This design comes from an exercise in tuning for small area, a short achievable clock period and few clock cycles on the open sky130 flow, not from production work. The RTL was checked by simulation tests, not by an equivalence proof against the original design. Power and IR drop assume default switching activity.

Setup of before:
==> flow/design.v <==
module ALU(
    input wire clk,
    input wire rst_n,
    input wire [7:0] A,
    input wire [7:0] B,
    input wire start,
    input wire [2:0] opcode,
    output wire [15:0] result,
    output wire done
);
    reg [15:0] P;        
    reg        busy;     
    reg        done_r;
    reg [2:0]  cnt;
    wire mul  = opcode[2];
    wire zero = ~(|A) | ~(|B);
    wire ones = (&A) | (&B);
    wire [7:0] X = busy ? P[15:8] : B;
    wire [7:0] Y = A & {8{~busy | P[0]}};
    wire [8:0] S = {1'b0, X} + {1'b0, Y};
    always @(posedge clk) begin
        if (busy)
            P <= {S, P[7:1]};
        else if (mul)
            P <= zero ? 16'h0000 :
                 ones ? {S[7:0], ~S[7:0]} :
                        {1'b0, A & {8{B[0]}}, B[7:1]};
        else case (opcode[1:0])
            2'b01:   P <= {7'h00, S};
            2'b10:   P <= {8'h00, X & Y};
            2'b11:   P <= {8'h00, X ^ Y};
            default: P <= 16'h0000;
        endcase
    end
    always @(posedge clk) begin
        if (~rst_n) begin
            busy   <= 1'b0;
            done_r <= 1'b0;
        end else begin
            busy   <= start;
            done_r <= start & (busy ? (mul & (cnt == 3'd6)) : (~mul | zero | ones));
        end
        cnt <= busy ? cnt + 3'd1 : 3'd0;
    end
    assign result = P;
    assign done   = done_r;
endmodule
export LEC_CHECK = 0
export ABC_AREA = 1
export CAP_MARGIN = 20
export CORE_MARGIN = 2
export CORE_UTILIZATION = 40
export SETUP_SLACK_MARGIN = 2.75
export SLEW_MARGIN = 20
export TNS_END_PERCENT = 5
create_clock -name core_clock -period 5.0 [get_ports {clk}]
standard.sh (not shown) runs the stock make flow with config.mk's settings and CLKGATE_MAP_FILE= SYNTH_SCRIPT=/design/flow/synth_recipe.tcl, a recipe that flattens the netlist after the stock synthesis.
==> flow/flow/run.sh <==
#!/bin/bash
# The standard layout, with the port buffers made from small buffers
# (sky130_fd_sc_hd__buf_2) instead of the delay buffers buffer_ports picks.
set -euo pipefail
export BUFFER_PORTS_ARGS="-buffer_cell sky130_fd_sc_hd__buf_2"
export ADDER_MAP_FILE=
bash standard.sh > standard.log 2>&1
before has completed all stages; timing, DRC and antenna checks passed.
Testbench counts of before, summed over its fixed seeds: cycles 16,520.
Modified inputs, after compared to before
- a deleted TNS_END_PERCENT that had been 5
--- a/flow/flow/run.sh
+++ b/flow/flow/run.sh
@@ -5,3 +5,4 @@
 export BUFFER_PORTS_ARGS="-buffer_cell sky130_fd_sc_hd__buf_2"
 export ADDER_MAP_FILE=
+export RECOVER_POWER=100
 bash standard.sh > standard.log 2>&1
after ends up with a average wire length per cell after detail routing that is 1.3% higher than in before.
after ended with more total detailed-routing wirelength than before.
Diff before -> after: clock skew about even, sequential share of layout area was more or less identical, final critical delay including setup and external delays moved up, slack of the critical path shrank by 1090 ps, design area fell by 11 um^2.
There was hardly any difference in number of vias in the routed layout between after and before.
register to register as the type of the worst setup path was reported by after, and primary input to register by before.
Between after and before, it is after whose smallest hold slack is lower, by 3.4 ps.
before vs after, launching instance or port of the critical path: B[0] vs busy$_SDFF_PN0_
The run showing the smaller detailed router's first-iteration violation count is before.


## run A
RTL: the design.v shown in full above, as it stands there.
clock: 5.0 ns
lec_check: 0
abc_area: 1
cap_margin: 20
core_margin: 2
core_utilization: 40
setup_slack_margin: 2.65
slew_margin: 20
==> flow/flow/run.sh <==
#!/bin/bash
# The standard layout, with the port buffers made from small buffers
# (sky130_fd_sc_hd__buf_2) instead of the delay buffers buffer_ports picks.
set -euo pipefail
export BUFFER_PORTS_ARGS="-buffer_cell sky130_fd_sc_hd__buf_2"
export ADDER_MAP_FILE=
bash standard.sh > standard.log 2>&1
Testbench counts of run A, summed over its fixed seeds: cycles 16,520.
Input changes introduced in run B (baseline for comparison: run A):
Settings: SETUP_SLACK_MARGIN: 2.65 -> 2.9.
==> flow/run.sh (new file) <==
#!/bin/bash
# synth_recipe.tcl (not shown) runs the flow's synth.tcl, then flattens the netlist and writes it again
# the make line also repeats each setting of config.mk as NAME=value (left out here)
make -C /OpenROAD-flow-scripts/flow DESIGN_CONFIG=/design/flow/config.mk WORK_HOME=/design/flow/orfs CLKGATE_MAP_FILE= SYNTH_SCRIPT=/design/flow/synth_recipe.tcl finish
removed: flow/flow/run.sh
removed: flow/standard.sh
--- outcome ---
- Core util | run B vs run A | run B higher
- When the final numbers for run B and run A were put side by side, the clock period minus worst slack turned out to be smaller in run A.
- Relative to run A, run B degrades wire length of the first global-routing pass.
- Run B: number of buffers outside the clock class in the layout higher than run A
The inputs of run C differ from those of run B as listed below.
Settings: putting ABC_CLOCK_PERIOD_IN_PS at 1500 where nothing was set; swapping 2.9 for 2.5 in SETUP_SLACK_MARGIN; swapping 1 for 0 in ABC_AREA.
==> flow/flow/run.sh (new file) <==
#!/bin/bash
# The standard layout, with the port buffers made from small buffers
# (sky130_fd_sc_hd__buf_2) instead of the delay buffers buffer_ports picks.
set -euo pipefail
export BUFFER_PORTS_ARGS="-buffer_cell sky130_fd_sc_hd__buf_2"
bash standard.sh > standard.log 2>&1
==> flow/standard.sh (new file) <==
#!/bin/bash
# synth_recipe.tcl (not shown) runs the flow's synth.tcl, then flattens the netlist and writes it again
# the make line also repeats each setting of config.mk as NAME=value (left out here)
make -C /OpenROAD-flow-scripts/flow DESIGN_CONFIG=/design/flow/config.mk WORK_HOME=/design/flow/orfs CLKGATE_MAP_FILE= SYNTH_SCRIPT=/design/flow/synth_recipe.tcl "${@:-finish}"
removed: flow/run.sh
Results
Post-synthesis cell area improves in run C relative to run B. Final area ended up 21% lower on run C than on run B. The capturing element of the worst setup path comes out P[12] in one run and P[8] in the other, namely in run C and run B respectively. Run C reports a higher time the worst path needs with I/O delays and setup than run B does. In the tables for run C and run B, post-route fraction of the period consumed by the critical path reads lower with run B. Run C vs run B: routed wire length down in run C. Run C against run B: post-placement setup slack increased by 0.030 ns relative to the old numbers, power -0.59%, post-layout instance count excluding filler cells lost about 26%, overall via count from detail_route went down.
Here is what was changed in the inputs of run D compared with run C.
Settings: a deleted ABC_CLOCK_PERIOD_IN_PS that had been 1500; a change of SETUP_SLACK_MARGIN from 2.5 to 2.75; a change of ABC_AREA from 0 to 1.
diff --git a/flow/flow/run.sh b/flow/flow/run.sh
--- a/flow/flow/run.sh
+++ b/flow/flow/run.sh
@@ -5,0 +6 @@
+export ADDER_MAP_FILE=
- Maximum number of pins on one net before global-route repair in run D is 19 higher than in run C
- Run D against run C; footprint of the multi-input gates is down by a little under 10%.
- Sum of buffers and inverters on the critical path in run D vs run C: up 1
- Every stage of the flow completed for run D, and the final layout passed the timing, DRC and antenna checks.
- Between run D and run C, the shortest clock period the worst path allows after layout is lower for run D.
- Re tapcell count: run C was lower than run D.
- Compared with run C, run D shows number of cells in the design after placement higher by 119.


Setup of run 1:
Starts from the design.v that is shown in full above.
clock: 5.0 ns
lec_check: 0
abc_area: 1
cap_margin: 20
core_margin: 2
core_utilization: 40
gpl_timing_driven: 0
setup_slack_margin: 2.75
slew_margin: 20
==> flow/flow/run.sh <==
#!/bin/bash
# The standard layout, with the port buffers made from small buffers
# (sky130_fd_sc_hd__buf_2) instead of the delay buffers buffer_ports picks.
set -euo pipefail
export BUFFER_PORTS_ARGS="-buffer_cell sky130_fd_sc_hd__buf_2"
export ADDER_MAP_FILE=
bash standard.sh > standard.log 2>&1
Run 1: flow completed, timing, DRC and antenna clean
Testbench counts of run 1, summed over its fixed seeds: cycles 16,520.
Input-level comparison between run 2 and run 1:
- a deleted GPL_TIMING_DRIVEN that had been 0
- an added PLACE_DENSITY of 0.8
Run 1 leaves more setup margin than run 2.
Core utilization of run 2 is on par with run 1.
Diff run 2..run 1 | design area | negligible
Between run 1 and run 2, aggregate routed wire length decreased.
Diff run 1 -> run 2: power in the clock group now sits at about the same level; hold slack now sits at about the same level; critical path depth now sits higher; via count now sits higher.
What run 3 does differently from run 2 at the input level:
- clearing PLACE_DENSITY, which used to be 0.8
- swapping 40 for 48 in CORE_UTILIZATION
## What came out
From run 2 to run 3 the numbers moved as follows: hold slack went up 0.010 ns; power saw an increase; ratio of total power to cell area shows a reduction of 1.2 mW/mm^2; maximum frequency up 1.4%; final cycle utilization of the critical path -0.62 points. Run 3 has worst voltage drop across the vdd grid below what run 2 had. Largest stage delay on the critical path delta (run 2 -> run 3): insignificant. Diff run 3 and run 2: time the worst path needs with I/O delays and setup lower in run 3.
Input-level comparison between run 4 and run 3:
- a change of CORE_UTILIZATION from 48 to 40
- a change of SETUP_SLACK_MARGIN from 2.75 to 2.5
- a change of ABC_AREA from 1 to 0
### Flow results
- No stage failed in run 4, and the final checks on the layout all came back clean.
- Power: run 4 draws more than run 3
- [run 4] number of tapcells rose 4 relative to run 3
- Compared to run 3, run 4 was floorplanned on a bigger die.
- On width of the chip: between run 3 and run 4, it ends up higher for run 4.
- When run 4 is set beside run 3, its cell leakage power turns out to be 12% smaller.
- Compared with run 3, in run 4 share of total power in sequential cells has decreased, met3 usage in global routing +1.8 points, routing usage on met1 decreased 5.9 points, worst hold-check slack went down, number of search-and-repair iterations in the first detailed-routing pass higher.
Setup changes, run 4 to run 5
- ABC_AREA: 0 -> 1
- CAP_MARGIN: 20 -> 0
- SLEW_MARGIN: 20 -> 0
- SETUP_SLACK_MARGIN: 2.5 -> 2.75
--- outcome ---
- Final area, run 5 and run 4: smaller value in run 5
- From run 4 to run 5 the numbers moved as follows: non-clock buffer count down about 33%; cell depth of the worst min-delay path down 1.
- The critical path startpoint comes out B[2] in one run and A[1] in the other, namely in run 5 and run 4 respectively.


job 3484:
RTL: the design.v shown in full above, as it stands there.
==> flow/config.mk <==
export PLATFORM = sky130hd
export DESIGN_NAME = ALU
export DESIGN_NICKNAME = ALU
export VERILOG_FILES = /design/flow/design.v
export SDC_FILE = /design/flow/constraint.sdc
export NUM_CORES = 4
export LEC_CHECK = 0
export ABC_AREA = 1
export CAP_MARGIN = 20
export CORE_MARGIN = 2
export CORE_UTILIZATION = 40
export SETUP_SLACK_MARGIN = 3.1
export SLEW_MARGIN = 20
==> flow/constraint.sdc <==
create_clock -name core_clock -period 5.0 [get_ports {clk}]
set_input_delay 1.0000 -clock core_clock [delete_from_list [all_inputs] [get_ports {clk}]]
set_output_delay 1.0000 -clock core_clock [all_outputs]
set_load 0.01 [all_outputs]
Scripts as last shown in full above: flow/flow/run.sh
Testbench counts of job 3484, summed over its fixed seeds: cycles 16,520.
[inputs] job 5340 vs job 3484
- SETUP_SLACK_MARGIN now 2.5, was 3.1
- CTS_BUF_LIST now sky130_fd_sc_hd__clkbuf_8, previously not set
--- a/flow/flow/run.sh
+++ b/flow/flow/run.sh
@@ -4,4 +4,3 @@
 set -euo pipefail
 export BUFFER_PORTS_ARGS="-buffer_cell sky130_fd_sc_hd__buf_2"
-export ADDER_MAP_FILE=
 bash standard.sh > standard.log 2>&1
[summary]
Measured against each other, job 5340 and job 3484 differ in setup slack, the higher figure coming from job 3484. Post-CTS setup buffer count was lower in job 5340 than in job 3484. What job 3484 reported for power has to be multiplied by 0.810 to get the figure for job 5340. Changes observed in job 5340 relative to job 3484: synthesized-area fraction occupied by ao, oa, aoi and oai cells went down 5.4 points, global-route usage over all layers went down 4.4 points, wire length on met3 went down 340 µm. xor2_2 as the library cell contributing the largest single delay on the critical path was reported by job 3484, and fa_2 by job 5340.
What job 8703 does differently from job 5340 at the input level:
- clearing CTS_BUF_LIST, which used to be sky130_fd_sc_hd__clkbuf_8
- swapping 2.5 for 2.8 in SETUP_SLACK_MARGIN
--- a/flow/flow/run.sh
+++ b/flow/flow/run.sh
@@ -4,3 +4,4 @@
 set -euo pipefail
 export BUFFER_PORTS_ARGS="-buffer_cell sky130_fd_sc_hd__buf_2"
+export ADDER_MAP_FILE=
 bash standard.sh > standard.log 2>&1
## What came out
- Global placer's final weighted congestion, job 8703 vs job 5340: down by a few percent
- In the metrics for job 8703 and job 5340, the one carrying the higher cell count after placement is job 8703.
- The run with more routed wire is job 8703, not job 5340.
- Of job 8703 and job 5340, job 5340 shows the higher post-CTS setup buffer count, with job 8703 below it.
- Summary of the comparison: cell count after synthesis is higher in job 8703, relative to job 5340.
- Against job 5340, number of global-route vias before repair in job 8703 fell slightly.
--- input diff job 8703..job 9319 ---
- a change of ABC_AREA from 1 to 0
- a change of SETUP_SLACK_MARGIN from 2.8 to 2.5
==> flow/run.sh (new file) <==
#!/bin/bash
# synth_recipe.tcl (not shown) runs the flow's synth.tcl, then flattens the netlist and writes it again
# the make line also repeats each setting of config.mk as NAME=value (left out here)
make -C /OpenROAD-flow-scripts/flow DESIGN_CONFIG=/design/flow/config.mk WORK_HOME=/design/flow/orfs CLKGATE_MAP_FILE= SYNTH_SCRIPT=/design/flow/synth_recipe.tcl finish
removed: flow/flow/run.sh
removed: flow/standard.sh
[summary]
Summary: with job 8703 as the reference, met2 wirelength from detailed routing in job 9319 moved up by a few percent. In the metrics for job 8703 and job 9319, the one carrying the higher biggest fanout along the worst timing path is job 8703. Number of distinct library cells after synthesis grows by more than a quarter when moving from job 8703 to job 9319. The post-CTS setup buffer count of job 9319 is higher than that of job 8703. Re met3 layer usage reported by global route: job 9319 is 0.49 points up on job 8703. Summary of job 9319 over job 8703: number of sinks driven by the clock tree essentially unchanged; count of inverters other than clock inverters in the layout decreased 44.
Inputs modified between job 9319 and job 5056:
- swapping 0 for 1 in ABC_AREA
- swapping 2.5 for 2.2 in SETUP_SLACK_MARGIN
==> flow/flow/run.sh (new file) <==
#!/bin/bash
# The standard layout, with the port buffers made from small buffers
# (sky130_fd_sc_hd__buf_2) instead of the delay buffers buffer_ports picks.
set -euo pipefail
export BUFFER_PORTS_ARGS="-buffer_cell sky130_fd_sc_hd__buf_2"
export ADDER_MAP_FILE=
bash standard.sh > standard.log 2>&1
==> flow/standard.sh (new file) <==
#!/bin/bash
# synth_recipe.tcl (not shown) runs the flow's synth.tcl, then flattens the netlist and writes it again
# the make line also repeats each setting of config.mk as NAME=value (left out here)
make -C /OpenROAD-flow-scripts/flow DESIGN_CONFIG=/design/flow/config.mk WORK_HOME=/design/flow/orfs CLKGATE_MAP_FILE= SYNTH_SCRIPT=/design/flow/synth_recipe.tcl "${@:-finish}"
removed: flow/run.sh
==> run summary <==
Row average routed wire per standard cell: job 5056 lower / job 9319 higher. Compared to job 9319, the router laid down more metal wire for job 5056. Looking at combined global-route utilization of all metal layers across job 5056 and job 9319, the one that comes out higher is job 9319. Diff job 9319 -> job 5056: met3 global-route usage went down; first-pass GRT wire length increased by about 2.4% relative to the old numbers; power shows a reduction of 0.097 mW.


// ALU: RTL as listed in full above, without the edits since
Settings: LEC_CHECK=0, ABC_AREA=1, CAP_MARGIN=20, CORE_MARGIN=2, CORE_UTILIZATION=35, SETUP_SLACK_MARGIN=2.75, SLEW_MARGIN=20; clock period 5.0 ns.
==> flow/flow/run.sh <==
#!/bin/bash
# The standard layout, with the port buffers made from small buffers
# (sky130_fd_sc_hd__buf_2) instead of the delay buffers buffer_ports picks.
set -euo pipefail
export BUFFER_PORTS_ARGS="-buffer_cell sky130_fd_sc_hd__buf_2"
export ADDER_MAP_FILE=
bash standard.sh > standard.log 2>&1
Testbench counts at the start, summed over its fixed seeds: cycles 16,520.
Edit:
==> flow/flow/run.sh (replaced) <==
#!/bin/bash
# The standard layout, with the port buffers made from small buffers
# (sky130_fd_sc_hd__buf_1) instead of the delay buffers buffer_ports picks.
set -euo pipefail
export BUFFER_PORTS_ARGS="-buffer_cell sky130_fd_sc_hd__buf_1"
bash standard.sh > standard.log 2>&1
--- a/flow/config.mk
+++ b/flow/config.mk
@@ -11,2 +11,2 @@
-export CORE_UTILIZATION = 35
-export SETUP_SLACK_MARGIN = 2.75
+export CORE_UTILIZATION = 40
+export SETUP_SLACK_MARGIN = 2.5
=> Via count is lower by about 2.8%. Routed wire length is higher by 1.5%. Cell area is lower by about 1.8%. Worst setup slack gets worse by 120 ps. Non-clock buffer count is higher by 2.
Edit:
==> flow/flow/run.sh (replaced) <==
#!/bin/bash
# The standard layout, with the port buffers made from small buffers
# (sky130_fd_sc_hd__buf_2) instead of the delay buffers buffer_ports picks.
set -euo pipefail
export BUFFER_PORTS_ARGS="-buffer_cell sky130_fd_sc_hd__buf_2"
bash standard.sh > standard.log 2>&1
After rerunning: The new run completed without violations. Area after synthesis does not change. Die area is unchanged. Clock-buffer cell count stays the same. Routed wire length falls by 6.3%. Global-route usage shrinks by 0.69 points. Final area shrinks by 2.0%. Register-to-register slack improves by 110 ps. Sequential cell count stays the same. Total power came out lower by about 4%. Worst hold slack barely changes. Worst setup slack gains 10 ps.
Edit:
--- a/flow/flow/run.sh
+++ b/flow/flow/run.sh
@@ -5,0 +6 @@
+export ADDER_MAP_FILE=
Outcome:
- design area came out lower by 4.3%
- clock skew hardly moves
- wire length fell by about 1.6%
- synthesized cell count went up by 8.2%
- die area rises by about 6%
- register-to-register slack improves by 110 ps
Edit:
==> flow/run.sh (new file) <==
#!/bin/bash
# synth_recipe.tcl (not shown) runs the flow's synth.tcl, then flattens the netlist and writes it again
# the make line also repeats each setting of config.mk as NAME=value (left out here)
make -C /OpenROAD-flow-scripts/flow DESIGN_CONFIG=/design/flow/config.mk WORK_HOME=/design/flow/orfs CLKGATE_MAP_FILE= SYNTH_SCRIPT=/design/flow/synth_recipe.tcl finish
removed: flow/flow/run.sh
removed: flow/standard.sh
=> The new run ran to the end with no violations. Via count went up by 1.6%. Final cell count went down by 0.74%. Non-clock buffer count went up by 20. Combinational power went up by 34%.
Edit:
==> flow/flow/run.sh (new file) <==
#!/bin/bash
# The standard layout, with the port buffers made from small buffers
# (sky130_fd_sc_hd__buf_2) instead of the delay buffers buffer_ports picks.
set -euo pipefail
export BUFFER_PORTS_ARGS="-buffer_cell sky130_fd_sc_hd__buf_2"
export ADDER_MAP_FILE=
bash standard.sh > standard.log 2>&1
==> flow/standard.sh (new file) <==
#!/bin/bash
# synth_recipe.tcl (not shown) runs the flow's synth.tcl, then flattens the netlist and writes it again
# the make line also repeats each setting of config.mk as NAME=value (left out here)
make -C /OpenROAD-flow-scripts/flow DESIGN_CONFIG=/design/flow/config.mk WORK_HOME=/design/flow/orfs CLKGATE_MAP_FILE= SYNTH_SCRIPT=/design/flow/synth_recipe.tcl "${@:-finish}"
--- a/flow/config.mk
+++ b/flow/config.mk
@@ -12 +12,2 @@
-export SETUP_SLACK_MARGIN = 2.5
+export PLACE_DENSITY = 0.4
+export SETUP_SLACK_MARGIN = 2.75
removed: flow/run.sh
Count of clock-buffer cells in the layout stays the same.
Sequential share of layout area went up by 0.87 points.
First-iteration DRC count stays the same.
Fmax climbs by 10%.
Clock skew fell by 7.4 ps.

[separate check: timing with driven ports]
The results above use ideal ports. As a check the final layouts listed here were re-extracted and re-timed, cells and wires unchanged.
Step 1 sets driving cells, clkbuf_16 on the clock port and buf_2 on the other inputs (assumed; they add their load-dependent delay and slew).
Step 2 also shifts input and output timing later by t, the mid clock arrival at the registers, as if the neighbouring blocks saw the same clock.
Three values: no drivers, after step 1, after step 2; two values: the first two.
run | t (ns) | slack for setup (ns) | slew at the worst register clock pin (ns) | worst data-port slew with drivers (ns)
before | 0.297 | 2.767 / 2.771 / 2.474 | 0.09 / 0.09 | 0.03
after | 0.300 | 1.679 / 1.679 / 1.679 | 0.09 / 0.09 | 0.03
run A | 0.299 | 2.753 / 2.757 / 2.457 | 0.09 / 0.09 | 0.03
run B | 0.294 | 2.584 / 2.562 / 2.268 | 0.08 / 0.08 | 0.06
run C | 0.297 | 2.133 / 2.101 / 1.804 | 0.08 / 0.08 | 0.08
run D | 0.298 | 2.851 / 2.854 / 2.556 | 0.09 / 0.09 | 0.03
run 1 | 0.300 | 2.872 / 2.881 / 2.581 | 0.09 / 0.09 | 0.03
run 2 | 0.301 | 2.786 / 2.784 / 2.483 | 0.09 / 0.09 | 0.03
run 3 | 0.300 | 2.817 / 2.820 / 2.520 | 0.09 / 0.09 | 0.03
run 4 | 0.298 | 1.758 / 1.718 / 1.419 | 0.10 / 0.10 | 0.06
run 5 | 0.298 | 2.851 / 2.854 / 2.556 | 0.09 / 0.09 | 0.03
job 3484 | 0.295 | 2.886 / 2.847 / 2.552 | 0.09 / 0.09 | 0.06
job 5340 | 0.289 | 2.571 / 2.559 / 2.269 | 0.09 / 0.09 | 0.05
job 8703 | 0.299 | 2.875 / 2.878 / 2.578 | 0.09 / 0.09 | 0.03
job 9319 | 0.293 | 2.192 / 2.174 / 1.881 | 0.08 / 0.08 | 0.06
job 5056 | 0.297 | 2.493 / 2.497 / 2.200 | 0.09 / 0.09 | 0.03
the first run of note 5 | 0.300 | 2.686 / 2.689 / 2.388 | 0.09 / 0.09 | 0.03
the second run of note 5 | 0.305 | 2.561 / 2.564 / 2.258 | 0.10 / 0.10 | 0.04
the third run of note 5 | 0.289 | 2.571 / 2.559 / 2.269 | 0.09 / 0.09 | 0.05
the fourth run of note 5 | 0.299 | 2.709 / 2.713 / 2.414 | 0.09 / 0.09 | 0.03
the fifth run of note 5 | 0.292 | 2.600 / 2.607 / 2.315 | 0.10 / 0.10 | 0.03
the sixth run of note 5 | 0.301 | 2.822 / 2.819 / 2.518 | 0.09 / 0.09 | 0.03
After both steps setup and hold are still met in every run listed. The setup slack of run 4, which loses most, moves by -0.040 ns with the drivers and by -0.339 ns with both steps.
